This is an optimization exercise on Yosys and OpenROAD, whose aim is small area, not a production implementation.
Only simulation tests tie the RTL to the original design; equivalence was not proved.
No activity file was given, so power comes from the tool's default toggle rates.

### design/flow/config.mk
export PLATFORM = sky130hd
export DESIGN_NAME = mips_single_cycle
export DESIGN_NICKNAME = mips_single_cycle
export VERILOG_FILES = /design/flow/design.v
export SDC_FILE = /design/flow/constraint.sdc
export NUM_CORES = 4
export LEC_CHECK = 0
export CAP_MARGIN = 5
export CELL_PAD_IN_SITES_DETAIL_PLACEMENT = 1
export CORE_MARGIN = 2
export CORE_UTILIZATION = 45
export PLACE_DENSITY = 0.5
export SETUP_SLACK_MARGIN = 0.0
export SLEW_MARGIN = 5
export SYNTH_HIERARCHICAL = 1
### design/flow/standard.sh
#!/bin/bash
# synth_recipe.tcl (not shown) runs the flow's synth.tcl, then flattens the netlist and writes it again
# the make line also repeats each setting of config.mk as NAME=value (left out here)
make -C /OpenROAD-flow-scripts/flow DESIGN_CONFIG=/design/flow/config.mk WORK_HOME=/design/flow/orfs CLKGATE_MAP_FILE= SYNTH_SCRIPT=/design/flow/synth_recipe.tcl "${@:-finish}"
### design/flow/design.v
module adder_32b (a, b, ci, y, co, p, g);
  input  [31:0] a, b;
  input  ci;
  output [31:0] y;
  output co;
  output [31:0] p, g;
  assign p = a ^ b;
  wire [31:0] g0 = {a[31:1] & b[31:1], (a[0] & b[0]) | (p[0] & ci)};
  assign g = g0;
  wire [31:0] G [0:5];
  wire [31:0] P [0:5];
  assign G[0] = g0;
  assign P[0] = p;
  genvar l, i;
  generate
    for (l = 1; l <= 5; l = l + 1) begin : up
      for (i = 0; i < 32; i = i + 1) begin : n
        if (((i + 1) % (1 << l)) == 0) begin : c
          assign G[l][i] = G[l-1][i] | (P[l-1][i] & G[l-1][i - (1 << (l-1))]);
          assign P[l][i] = P[l-1][i] & P[l-1][i - (1 << (l-1))];
        end else begin : t
          assign G[l][i] = G[l-1][i];
          assign P[l][i] = P[l-1][i];
        end
      end
    end
  endgenerate
  wire [31:0] C;
  generate
    for (i = 0; i < 32; i = i + 1) begin : d
      if (((i + 1) & i) == 0) begin : full
        assign C[i] = G[5][i];
      end else begin : part
        localparam integer J = (i + 1) & ~i;
        localparam integer L = (J == 1) ? 0 : (J == 2) ? 1 : (J == 4) ? 2 : (J == 8) ? 3 : 4;
        assign C[i] = G[L][i] | (P[L][i] & C[i - J]);
      end
    end
  endgenerate
  assign y = p ^ {C[30:0], ci};
  assign co = C[31];
endmodule
module alu (a, b, sub, logic_op, do_or, do_slt, y_n, sum, eq);
  input  [31:0] a, b;
  input  sub, logic_op, do_or, do_slt;
  output [31:0] y_n, sum;    
  output eq;
  wire [31:0] bx = b ^ {32{sub}};
  wire [31:0] p, g;
  wire co;
  adder_32b ADD (.a(a), .b(bx), .ci(sub), .y(sum), .co(co), .p(p), .g(g));
  assign eq = &p;
  wire c_or  = logic_op & do_or;
  wire c_sum = ~logic_op & ~do_slt;
  wire t0_n;
  genvar i;
  generate
    for (i = 1; i < 32; i = i + 1) begin : r
      aoi3 R (logic_op, g[i], c_or, p[i], c_sum, sum[i], y_n[i]);
    end
  endgenerate
  aoi3 R0 (logic_op, g[0], c_or, p[0], c_sum, sum[0], t0_n);
  assign y_n[0] = t0_n & ~(do_slt & ~co);
endmodule
module aoi3 (a0, b0, a1, b1, a2, b2, y);
  input a0, b0, a1, b1, a2, b2;
  output y;
  assign y = ~((a0 & b0) | (a1 & b1) | (a2 & b2));
endmodule
module nand11 (x, y);
  input [10:0] x;
  output y;
  assign y = ~&x;
endmodule
module rd_bit (d, s, y);
  input  [30:0] d, s;
  output y;
  wire [10:0] t;
  genvar k;
  generate
    for (k = 0; k < 10; k = k + 1) begin : a
      aoi3 A (d[3*k], s[3*k], d[3*k+1], s[3*k+1], d[3*k+2], s[3*k+2], t[k]);
    end
  endgenerate
  assign t[10] = ~(d[30] & s[30]);
  nand11 N (t, y);
endmodule
module reg_file (clk, rst, we, wr_reg, wr_data, rd_reg1, rd_reg2, rd_data1, rd_data2);
  input clk, rst, we;
  input [4:0] wr_reg, rd_reg1, rd_reg2;
  input [31:0] wr_data;
  output [31:0] rd_data1, rd_data2;
  reg  [31:0] rf [1:31];
  wire [30:0] s1, s2;
  wire [30:0] col [0:31];
  genvar i, j;
  generate
    for (i = 1; i < 32; i = i + 1) begin : g
      wire wen = rst | (we & (wr_reg == i));
      always @(posedge clk)
        if (wen) rf[i] <= wr_data;
      assign s1[i-1] = (rd_reg1 == i);
      assign s2[i-1] = (rd_reg2 == i);
      for (j = 0; j < 32; j = j + 1) begin : c
        assign col[j][i-1] = rf[i][j];
      end
    end
    for (j = 0; j < 32; j = j + 1) begin : b
      rd_bit P1 (.d(col[j]), .s(s1), .y(rd_data1[j]));
      rd_bit P2 (.d(col[j]), .s(s2), .y(rd_data2[j]));
    end
  endgenerate
endmodule
module shl2 (pc, imm, pc4, btgt);
  input  [31:0] pc;
  input  [15:0] imm;
  output [31:0] pc4, btgt;
  wire [15:0] lo = pc[17:2];
  wire [13:0] hi = pc[31:18];
  wire [13:0] hi_inc = hi + 14'd1;
  wire [13:0] hi_dec = hi - 14'd1;
  wire [15:0] lo_inc = lo + 16'd1;
  wire lo_all = &lo;
  assign pc4 = {lo_all ? hi_inc : hi, lo_inc, pc[1:0]};
  wire [16:0] c;
  wire [15:0] blo;
  assign c[0] = 1'b1;
  genvar i;
  generate
    for (i = 0; i < 16; i = i + 1) begin : r
      assign blo[i] = lo[i] ^ imm[i] ^ c[i];
      assign c[i+1] = (lo[i] & imm[i]) | (lo[i] & c[i]) | (imm[i] & c[i]);
    end
  endgenerate
  wire s = imm[15];
  wire [13:0] bhi = (s == c[16]) ? hi : (c[16] ? hi_inc : hi_dec);
  assign btgt = {bhi, blo, pc[1:0]};
endmodule
module mips_single_cycle (rst, clk, inst_adr, inst, data_adr, data_in, data_out, mem_read, mem_write);
  input rst, clk;
  output [31:0] inst_adr;
  input  [31:0] inst;
  output [31:0] data_adr;
  input  [31:0] data_in;
  output [31:0] data_out;
  output mem_read, mem_write;
  wire [5:0] op = inst[31:26];
  wire [5:0] fn = inst[5:0];
  wire [4:0] rs = inst[25:21];
  wire [4:0] rt = inst[20:16];
  wire [4:0] rd = inst[15:11];
  wire [31:0] se = {{16{inst[15]}}, inst[15:0]};
  wire is_r    = (op == 6'b000000);
  wire is_lw   = (op == 6'b100011);
  wire is_sw   = (op == 6'b101011);
  wire is_beq  = (op == 6'b000100);
  wire is_addi = (op == 6'b001001);
  wire is_slti = (op == 6'b001010);
  wire is_j    = (op == 6'b000010);
  wire is_jal  = (op == 6'b000011);
  wire is_jr   = (op == 6'b000110);
  wire f_add = (fn == 6'b100000);
  wire f_sub = (fn == 6'b100011);
  wire f_or  = (fn == 6'b100101);
  wire f_slt = (fn == 6'b101010);
  wire do_sub   = is_beq | is_slti | (is_r & (f_sub | f_slt));
  wire do_slt   = is_slti | (is_r & f_slt);
  wire logic_op = is_r & ~(f_add | f_sub | f_slt);
  wire do_or    = f_or;
  wire alu_src  = ~(is_r | is_beq);
  reg  [31:0] pc;
  wire [31:0] a, b_reg;
  wire [31:0] alu_y_n, sum;
  wire eq;
  alu ALU (.a(a), .b(alu_src ? se : b_reg), .sub(do_sub), .logic_op(logic_op),
           .do_or(do_or), .do_slt(do_slt), .y_n(alu_y_n), .sum(sum), .eq(eq));
  wire [31:0] pc4, btgt;
  shl2 NPC (.pc(pc), .imm(inst[15:0]), .pc4(pc4), .btgt(btgt));
  always @(posedge clk)
    if (rst) pc <= 32'd0;
    else if (is_j) pc <= {pc4[31:28], inst[25:0], 2'b00};
    else if (is_jal | is_jr) pc <= se;
    else if (is_beq & eq) pc <= btgt;
    else pc <= pc4;
  wire reg_write = is_r | is_lw | is_addi | is_slti | is_jal;
  wire [4:0] wr_reg = is_jal ? 5'd31 : is_r ? rd : rt;
  wire [31:0] wr_data_n = rst ? 32'hffffffff : is_jal ? ~pc4 : is_lw ? ~data_in : alu_y_n;
  wire [31:0] wr_data;
  genvar k;
  generate
    for (k = 0; k < 32; k = k + 1) begin : wd
      inv_cell I (.a(wr_data_n[k]), .y(wr_data[k]));
    end
  endgenerate
  reg_file RF (.clk(clk), .rst(rst), .we(reg_write), .wr_reg(wr_reg), .wr_data(wr_data),
               .rd_reg1(rs), .rd_reg2(rt), .rd_data1(a), .rd_data2(b_reg));
  assign inst_adr  = pc;
  assign data_adr  = sum;
  assign data_out  = b_reg;
  assign mem_read  = is_lw;
  assign mem_write = is_sw;
endmodule
module inv_cell (a, y);
  input a;
  output y;
  assign y = ~a;
endmodule
### design/flow/flow/fastroute.tcl
# Global routing layers: reserve more of met1/met2 for pin access so that
# the global router moves long wires up to met3/met4.
set_global_routing_layer_adjustment met1 0.6
set_global_routing_layer_adjustment met2 0.4
set_global_routing_layer_adjustment met3 0.2
set_global_routing_layer_adjustment met4 0.2
set_global_routing_layer_adjustment met5 0.2
set_routing_layers -clock met3-met5
set_routing_layers -signal met1-met5
### design/flow/constraint.sdc
create_clock -name core_clock -period 10.0 [get_ports {clk}]
set_input_delay 2.0000 -clock core_clock [delete_from_list [all_inputs] [get_ports {clk}]]
set_output_delay 2.0000 -clock core_clock [all_outputs]
set_load 0.01 [all_outputs]
### design/flow/flow/run.sh
#!/bin/bash
set -euo pipefail
export BUFFER_PORTS_ARGS="-buffer_cell sky130_fd_sc_hd__buf_1"
export CTS_ARGS="-sink_clustering_enable -repair_clock_nets -dont_use_dummy_load -buf_list {sky130_fd_sc_hd__clkbuf_16} -sink_clustering_size 26 -sink_clustering_max_diameter 100 -root_buf sky130_fd_sc_hd__clkbuf_8 -tree_buf sky130_fd_sc_hd__clkbuf_8"
export FASTROUTE_TCL="$(pwd)/flow/fastroute.tcl"
bash standard.sh > standard.log 2>&1
==> results of run 1 <==
-- what timing repair did --
action	in CTS	in global routing
buffers inserted	0	0
gates resized for setup	0	7
setup endpoints to repair	0	12
-- metal layers --
layer	share of wire [%]	up-vias	track usage, %
li1	-	14100	-
met1	31	16900	71.6
met2	41	2935	70.0
met3	18	799	33.8
met4	10	18	35.1
met5	0.34	-	5.32
-- per-stage QoR --
step / cells / util (%) / hold slack [ps] / setup TNS (ps)
4_1_cts: 4605 / 50.5 / 602 / 0
5_1_grt: 4609 / 50.5 / 615 / 0
3_5_place_dp: 4555 / 49.3 / 596 / -239
3_3_place_gp: 4555 / 49.3 / 565 / -30.4
6_report: 4611 / 50.5 / 602 / 0
2_1_floorplan: 2963 / - / 676 / 0
-- sequential cells by signal, indices dropped and copies added, names as in the netlist --
register and flops:
RF.rf 992, pc 32
-- critical path, delay by kind of cell --
kind,cells,cell delay [ps]
buf+inv,4,1330
xor+xnor,2,730
compound gates,8,1390
simple gates,4,1550
fa+ha+maj,2,820
-- area by class of cell --
type,count,area (µm²)
fill,9616,49600
sequential,1024,30400
multi-input combinational,1782,15100
timing repair buffer,314,1900
tap,1357,1700
clock buffer,50,1190
inverter,78,293
antenna,6,15.0
-- cells in the final DEF, fill, tap and decap left out, drive strengths merged, types with 14 or more instances in the layout --
cell    count
edfxtp    992
mux2       14
mux2i      25
o21bai     18
inv        77
a21boi     14
xnor2      38
xor2       53
a31oi      35
o21ai      31
fa         32
a211oi     14
buf       311
clkbuf     53
a21o       33
dfxtp      32
nand2      98
a21oi      65
nor2      122
nand3      81
and3       21
nand4     148
a222oi    672
nor3       19
a211o      34
ha         36
or3        69
-- Yosys stat by module (local to each module, per instance) --
| module | cells inside | cell area (µm²) | times used | flip-flops and latches |
|---|---|---|---|---|
| adder_32b | 154 | 1410 | 1 | 0 |
| alu | 51 | 395 | 1 | 0 |
| aoi3 | 1 | 10.0 | 672 | 0 |
| inv_cell | 1 | 3.75 | 32 | 0 |
| mips_single_cycle | 427 | 3200 | 1 | 32 |
| nand11 | 4 | 23.8 | 64 | 0 |
| rd_bit | 1 | 3.75 | 64 | 0 |
| reg_file | 1136 | 30600 | 1 | 992 |
| shl2 | 171 | 1370 | 1 | 0 |
-- worst paths after layout --
path	slack, ps	from	to	cells past startpoint
setup / recovery	130	inst[18]	data_adr[31]	20
hold / removal	600	pc[1]$_SDFF_PP0_	pc[1]$_SDFF_PP0_	2
setup reg to reg	1330	pc[2]$_SDFF_PP0_	pc[31]$_SDFF_PP0_	25
hold reg to reg	600	pc[1]$_SDFF_PP0_	pc[1]$_SDFF_PP0_	2
-- power breakdown --
group	internal [mW]	switching, mW
Sequential	6.13	0.503
Combinational	0.590	1.78
Clock	0.837	1.33
-- cell families after synthesis --
kind of cell	after synthesis	synth area share (%)
buffers and inverters	157	1.50
xor gates and xnor gates	91	1.75
adders and majority gates	68	2.39
and+or+nand+nor	621	7.48
AOI/OAI and AO/OA	963	19.2
muxes	39	0.895
DFF	1024	66.7
==> summary.txt, run 1 <==
Status = finished clean
Ys Warns = 11
Core Rows = 116
Crit path time final = 9870 ps
# port buffers = 163
Global route overflow = 0
Clock transition at the registers of the reported paths = 40 ps
Drt initial violations = 4498
PwrDens = 220 mW/mm²
Die height = 322 µm
Worst VDD drop = 0.190 mV
Unrepaired setup endpoints after global routing = no
Vias in the first global route = 38.6k
Root Driver = clkbuf_8
Post-Syn Area = 0.0456 mm²
Layout Nets = 3384
Core area = 0.100 mm²
Critical-path maximum fanout = 23
Post-route setup slack = 132 ps
EDFF count, synth = 992
Place WS = -135 ps
Top post-synthesis cells by count = edfxtp_1 (992), a222oi_1 (672), nand4_1 (148), nor2_1 (120), nand2_1 (97)
DRT Pass-1 Iters = 10
Die area = 0.104 mm²
Initial Utilization = 45.5%
Design Area, Final = 0.0507 mm²
Worst path most repeated cell = a21oi_1
DR vias = 34.7k
Fmax = 101 MHz
Hold_buf cts = 0
Initial antenna violation count = 12
Arrival time worst endpoint = 7870 ps
Final Hold Viols = 0
Antenna viol nets, final = 0
Critical Setup Path Class = primary input to primary output
Layout cell share with drive strength beyond 1 = 10.9%
Total GRT Usage = 50.9%
First-pass GRT wire length = 280 mm
Mean Syn Cell Area = 15.4 µm²
Final Slew Violations = 0
GP Congestion = 1.00
CTS tree = built
Fin crit share = 98.7%
Crit-path max cell delay = 640 ps
Crit path required time = 8000 ps
Synth area leaders = edfxtp_1 (65%), a222oi_1 (15%), nand4_1 (2.0%)
Slowest cell on the critical path = nor3_2
Final wirelength = 199 mm
Area delta synth->final = 11.2%
Post-synth top area cell = edfxtp_1
Final setup fails = 0
Largest net degree at the start of global routing = 78
Worst Setup Start Kind = primary input
Worst-Skew Late Latency = 910 ps
Ys async rst share = 0%
Placed instance area = 0.0494 mm²
Ports = 164
Detail Placement HPWL = 129 mm
Post-synthesis sequential area ratio = 66.7%
Clock sinks = 1024
Critical-path cell list = buf_1, nand2_1, nor3_2, buf_4, buf_4, a222oi_1, nand4_1, or3_1, a21o_1, xor2_1, ha_1, a21oi_1, o21ai_0, a21oi_1, o22ai_4, a21oi_2, a21oi_1, fa_1, xor2_2, buf_1
Max Root-Sink Buffers = 3
Hold Crit Class = flip-flop to flip-flop
Via density = 7.53
Seq cells post-synth = 1024
Fraction of post-synthesis cell area in the top cell type by area = 65.3%
Primary FF master, synth = edfxtp_1
Average wire per standard cell = 43.3 µm
Leak pwr = 17.3 nW
MaxCap Viol Count = 0
Die width = 322 µm
Skew final = 132 ps
Post-synthesis cell type count = 87
Relative slew slack = 12.7%
CTS buffer count = 50
Total power = 11.2 mW
Slew @ Worst Pin = 1310 ps
# H-tree levels = 2
DRC Markers = 0
Top-count cell post-synth = edfxtp_1
CP endpoint kind = primary output
Synthesized Nets = 3097
Mapped Cells = 2963
==> run 2: changes to the inputs <==
--- a/design/flow/design.v
+++ b/design/flow/design.v
@@ -87,2 +87,12 @@
 endmodule
+module dec31 (a, s);
+  input  [4:0] a;
+  output [30:0] s;
+  genvar i;
+  generate
+    for (i = 1; i < 32; i = i + 1) begin : d
+      assign s[i-1] = (a == i);
+    end
+  endgenerate
+endmodule
 module reg_file (clk, rst, we, wr_reg, wr_data, rd_reg1, rd_reg2, rd_data1, rd_data2);
@@ -93,3 +103,7 @@
   reg  [31:0] rf [1:31];
-  wire [30:0] s1, s2;
+  wire [30:0] s1a, s1b, s2a, s2b;
+  dec31 D1A (rd_reg1, s1a);
+  dec31 D1B (rd_reg1, s1b);
+  dec31 D2A (rd_reg2, s2a);
+  dec31 D2B (rd_reg2, s2b);
   wire [30:0] col [0:31];
@@ -101,4 +115,2 @@
         if (wen) rf[i] <= wr_data;
-      assign s1[i-1] = (rd_reg1 == i);
-      assign s2[i-1] = (rd_reg2 == i);
       for (j = 0; j < 32; j = j + 1) begin : c
@@ -108,4 +120,4 @@
     for (j = 0; j < 32; j = j + 1) begin : b
-      rd_bit P1 (.d(col[j]), .s(s1), .y(rd_data1[j]));
-      rd_bit P2 (.d(col[j]), .s(s2), .y(rd_data2[j]));
+      rd_bit P1 (.d(col[j]), .s(j < 16 ? s1a : s1b), .y(rd_data1[j]));
+      rd_bit P2 (.d(col[j]), .s(j < 16 ? s2a : s2b), .y(rd_data2[j]));
     end
==> design/flow/flow/run.sh (replaced) <==
#!/bin/bash
set -euo pipefail
export BUFFER_PORTS_ARGS="-buffer_cell sky130_fd_sc_hd__buf_2"
export CTS_ARGS="-sink_clustering_enable -repair_clock_nets -dont_use_dummy_load -buf_list {sky130_fd_sc_hd__clkbuf_16} -sink_clustering_size 24 -sink_clustering_max_diameter 100"
export FASTROUTE_TCL="$(pwd)/flow/fastroute.tcl"
bash standard.sh > standard.log 2>&1
==> run 2 against run 1 <==
Compared with the run above: total power up 0.93%; clock-buffer cell count up 1; synthesized area up 1.0%; non-clock buffer count up 24; clock skew down 19 ps; register-to-register slack better by 80 ps; critical path depth down 2; global-route usage down 0.96 points; worst hold slack worse by 20 ps; final cell count up 3.0%; via count up 2.0%.
==> summary.txt, run 2 <==
Drt initial violations = 4344 (-3.4%)
Critical Setup Path Class = primary input to primary output
Skew final = 113 ps (-18.6 ps)
CP bufs+invs = 3 (-1)
Post-CTS resize count = 0 (unchanged)
Primary FF master, synth = edfxtp_1
Post-synthesis cell type count = 86 (-1.1%)
Critical-path cell list = buf_2, or2_2, nor2_1, buf_4, a222oi_1, nand4_1, or3_1, mux2_2, xor2_1, ha_1, a21oi_1, o21ai_0, a21oi_1, o22ai_4, o21a_1, fa_1, xor2_1, buf_2
Design Area, Final = 0.0511 mm² (+0.75%)
CTS tree = built
Clock transition at the registers of the reported paths = 70 ps (+30 ps)
# port buffers = 163 (unchanged)
Ys async rst share = 0% (unchanged)
Average wire per standard cell = 41.4 µm (-4.4%)
PwrDens = 221 mW/mm² (+0.18%)
Final wirelength = 196 mm (-1.5%)
Final Hold Viols = 0 (unchanged)
Initial antenna violation count = 25 (+13)
Mean Syn Cell Area = 15.0 µm² (-2.3%)
Fillers = 9976 (+3.7%)
Worst Setup SP = inst[20]
Crit path time final = 9630 ps (-243 ps)
Unrepaired setup endpoints after global routing = no
Core Rows = 117 (+0.86%)
MaxCap Viol Count = 0 (unchanged)
Cells after DPL = 4682 (+2.8%)
Biggest regs = RF.rf x992, pc x32
Critical-path maximum fanout = 10 (-57%)
Worst VDD drop = 0.183 mV (-4.1%)
Fmax = 104 MHz (+2.5%)
Max reg flops = 992 (unchanged)
Initial Utilization = 45.3% (-0.12 points)
Relative slew slack = 11.9% (-0.78 points)
Placed instance area = 0.0497 mm² (+0.54%)
Seq cells post-synth = 1024 (unchanged)
Die height = 324 µm (+0.51%)
Final Slew Violations = 0 (unchanged)
GP Congestion = 1.04 (+3.5%)
Worst Setup Start Kind = primary input
Hold Crit Class = flip-flop to flip-flop
Die area = 0.105 mm² (+1.0%)
Via density = 7.46 (-1.0%)
Detail Placement HPWL = 131 mm (+1.6%)
Synth area leaders = edfxtp_1 (65%), a222oi_1 (15%), nand4_1 (2.0%)
DRC Markers = 0 (unchanged)
Antenna viol nets, final = 0 (unchanged)
First-pass GRT wire length = 279 mm (-0.36%)
Worst-Skew Late Latency = 730 ps (-180 ps)
Root Driver = clkbuf_16
Slew @ Worst Pin = 1320 ps (+13.1 ps)
Total GRT Usage = 50.0% (-0.96 points)
Most frequent cells in the layout = edfxtp_1 (992), a222oi_1 (672), nor2_1 (188), buf_4 (175), buf_2 (163)
Reg with most FFs = RF.rf
Crit-path max cell delay = 570 ps (-70 ps)
DR vias = 35.4k (+2.0%)
Hold_buf cts = 0 (unchanged)
Core area = 0.102 mm² (+1.3%)
Slowest cell on the critical path = or3_1
EDFF count, synth = 992 (unchanged)
Fin crit share = 96.3% (-2.4 points)
Top-count cell post-synth = edfxtp_1
Crit path max-delay family = simple AND/OR/NAND/NOR gates
CTS buffer count = 51 (+2.0%)
Area delta synth->final = 10.8%
Synthesized Nets = 3198 (+3.3%)
Vias in the first global route = 40.2k (+4.3%)
Fraction of post-synthesis cell area in the top cell type by area = 64.7% (-0.67 points)
Post-synthesis sequential area ratio = 66.1% (-0.69 points)
CP endpoint kind = primary output
Layout cell share with drive strength beyond 1 = 14.7% (+3.8 points)
Layout Nets = 3501 (+3.5%)
# H-tree levels = 2 (unchanged)
Largest net degree at the start of global routing = 65 (-17%)
Arrival time worst endpoint = 7630 ps (-240 ps)
Top post-synthesis cells by count = edfxtp_1 (992), a222oi_1 (672), nor2_1 (193), nand4_1 (148), nand2_1 (100)
Die width = 324 µm (+0.51%)
Ports = 164 (unchanged)
Start of the worst register-to-register path = pc[2]$_SDFF_PP0_
Clock sinks = 1024 (unchanged)
Leak pwr = 18.1 nW (+4.3%)
Ys Warns = 11 (unchanged)
Status = finished clean
Most common cell after layout, fill and taps aside = edfxtp_1
Post-synth top area cell = edfxtp_1
Mapped Cells = 3064 (+3.4%)
Global route overflow = 0 (unchanged)
DRT Pass-1 Iters = 13 (+3)
Final setup fails = 0 (unchanged)
Non-filler cells, final = 4749 (+3.0%)
Hold_sp = pc[1]$_SDFF_PP0_
Max Root-Sink Buffers = 3 (unchanged)
# Post-CTS Setup Buffers = 0 (unchanged)
Post-Syn Area = 0.0461 mm² (+1.0%)
Crit path required time = 8000 ps (about the same)
-- run 2: worst min-delay path: stages, from the launching register on --
cell and delay, ps:
dfxtp_1 340, mux2i_1 130, a21oi_1 70
-- run 2: where the power goes --
group          internal [mW]  switching (mW)
clock                  0.908            1.34
sequential              6.13           0.513
combinational          0.602            1.77
total                   7.64            3.63
-- run 2: final cells by class --
| cell class | count | area, µm² | share of cell area (%) |
|---|---|---|---|
| flip-flops and latches | 1024 | 30400 | 59.6 |
| multi-input cells | 1872 | 15200 | 29.7 |
| repair buffers | 338 | 2130 | 4.17 |
| well taps | 1368 | 1710 | 3.35 |
| clock buffers | 51 | 1280 | 2.50 |
| inverters | 80 | 300 | 0.588 |
| diodes | 16 | 40.0 | 0.0784 |
-- run 2: modules after synthesis, one instance, submodules excluded --
module             flip-flops and latches  area [µm²]
mips_single_cycle                      32        3200
dec31                                   0         218
inv_cell                                0        3.75
rd_bit                                  0        3.75
shl2                                    0        1380
nand11                                  0        23.8
reg_file                              992       30200
alu                                     0         395
aoi3                                    0        10.0
adder_32b                               0        1410
-- run 2: cells by family (layout without fill, tap and decap cells) --
kind of cell | count (synthesis) | count (layout) | synth area share [%]
other | 0 | 16 | 0
adder cells (fa/ha/maj) | 68 | 68 | 2.37
multiplexers | 39 | 39 | 0.885
AND/OR/NAND/NOR | 711 | 711 | 8.39
AO/OA/AOI/OAI | 963 | 963 | 19.0
buffers and inverters | 168 | 469 | 1.62
XOR/XNOR | 91 | 91 | 1.73
flip-flops | 1024 | 1024 | 66.1
-- run 2: layer usage --
| metal | GRT usage, % | wire length (µm) |
|---|---|---|
| met5 | 1.20 | 210 |
| met4 | 38.0 | 21200 |
| met3 | 30.6 | 32400 |
| met2 | 71.0 | 83500 |
| met1 | 68.4 | 59100 |
-- run 2: final timing paths --
kind	endpoint	slack (ps)	cells after the start
worst max-delay path	data_adr[21]	370	18
worst min-delay path	pc[1]$_SDFF_PP0_	580	2
worst max register to register	pc[31]$_SDFF_PP0_	1410	25
worst min register to register	pc[1]$_SDFF_PP0_	580	2
-- run 2: metrics by stage --
step / TNS, ps / util (%) / power (mW) / hold WS (ps) / setup slack [ps]
after floorplan: 0 / - / 7.70 / 676 / 480
after global placement: 0 / 48.9 / 8.87 / 561 / 32.4
after detailed placement: -207 / 48.9 / 9.03 / 569 / -97.5
after CTS: 0 / 50.2 / 11.2 / 581 / 406
after global routing: 0 / 50.2 / 11.7 / 621 / 17.2
final: 0 / 50.3 / 11.3 / 582 / 375

-- afterwards: timing with drivers on the ports --
The results above use ideal ports. As a check the final layouts listed here were re-extracted and re-timed, cells and wires unchanged.
Step 1 sets driving cells, clkbuf_16 on the clock port and buf_2 on the other inputs (assumed; they add their load-dependent delay and slew).
Step 2, shift: input delay + t, output delay - t, t = (earliest + latest rising clock arrival at the registers) / 2. This alone moves slack from input paths to output paths.
Slacks: no drivers / after step 1 / after step 2; pairs: no drivers / after step 1.
run | shift t [ns] | setup WS [ns] | slew at the worst register clock pin (ns) | worst data-port slew with drivers (ns) | pins driven straight from the clock port
run 1 | 0.914 | 0.132 / 0.104 / -0.186 | 0.11 / 0.11 | 0.06 | 1
run 2 | 0.750 | 0.375 / 0.298 / -0.136 | 0.10 / 0.10 | 0.11 | 1
Met with ideal ports but missed after step 2: setup timing in run 1 and run 2. The setup slack of run 2, which loses most, moves by -0.077 ns with the drivers and by -0.511 ns with both steps.
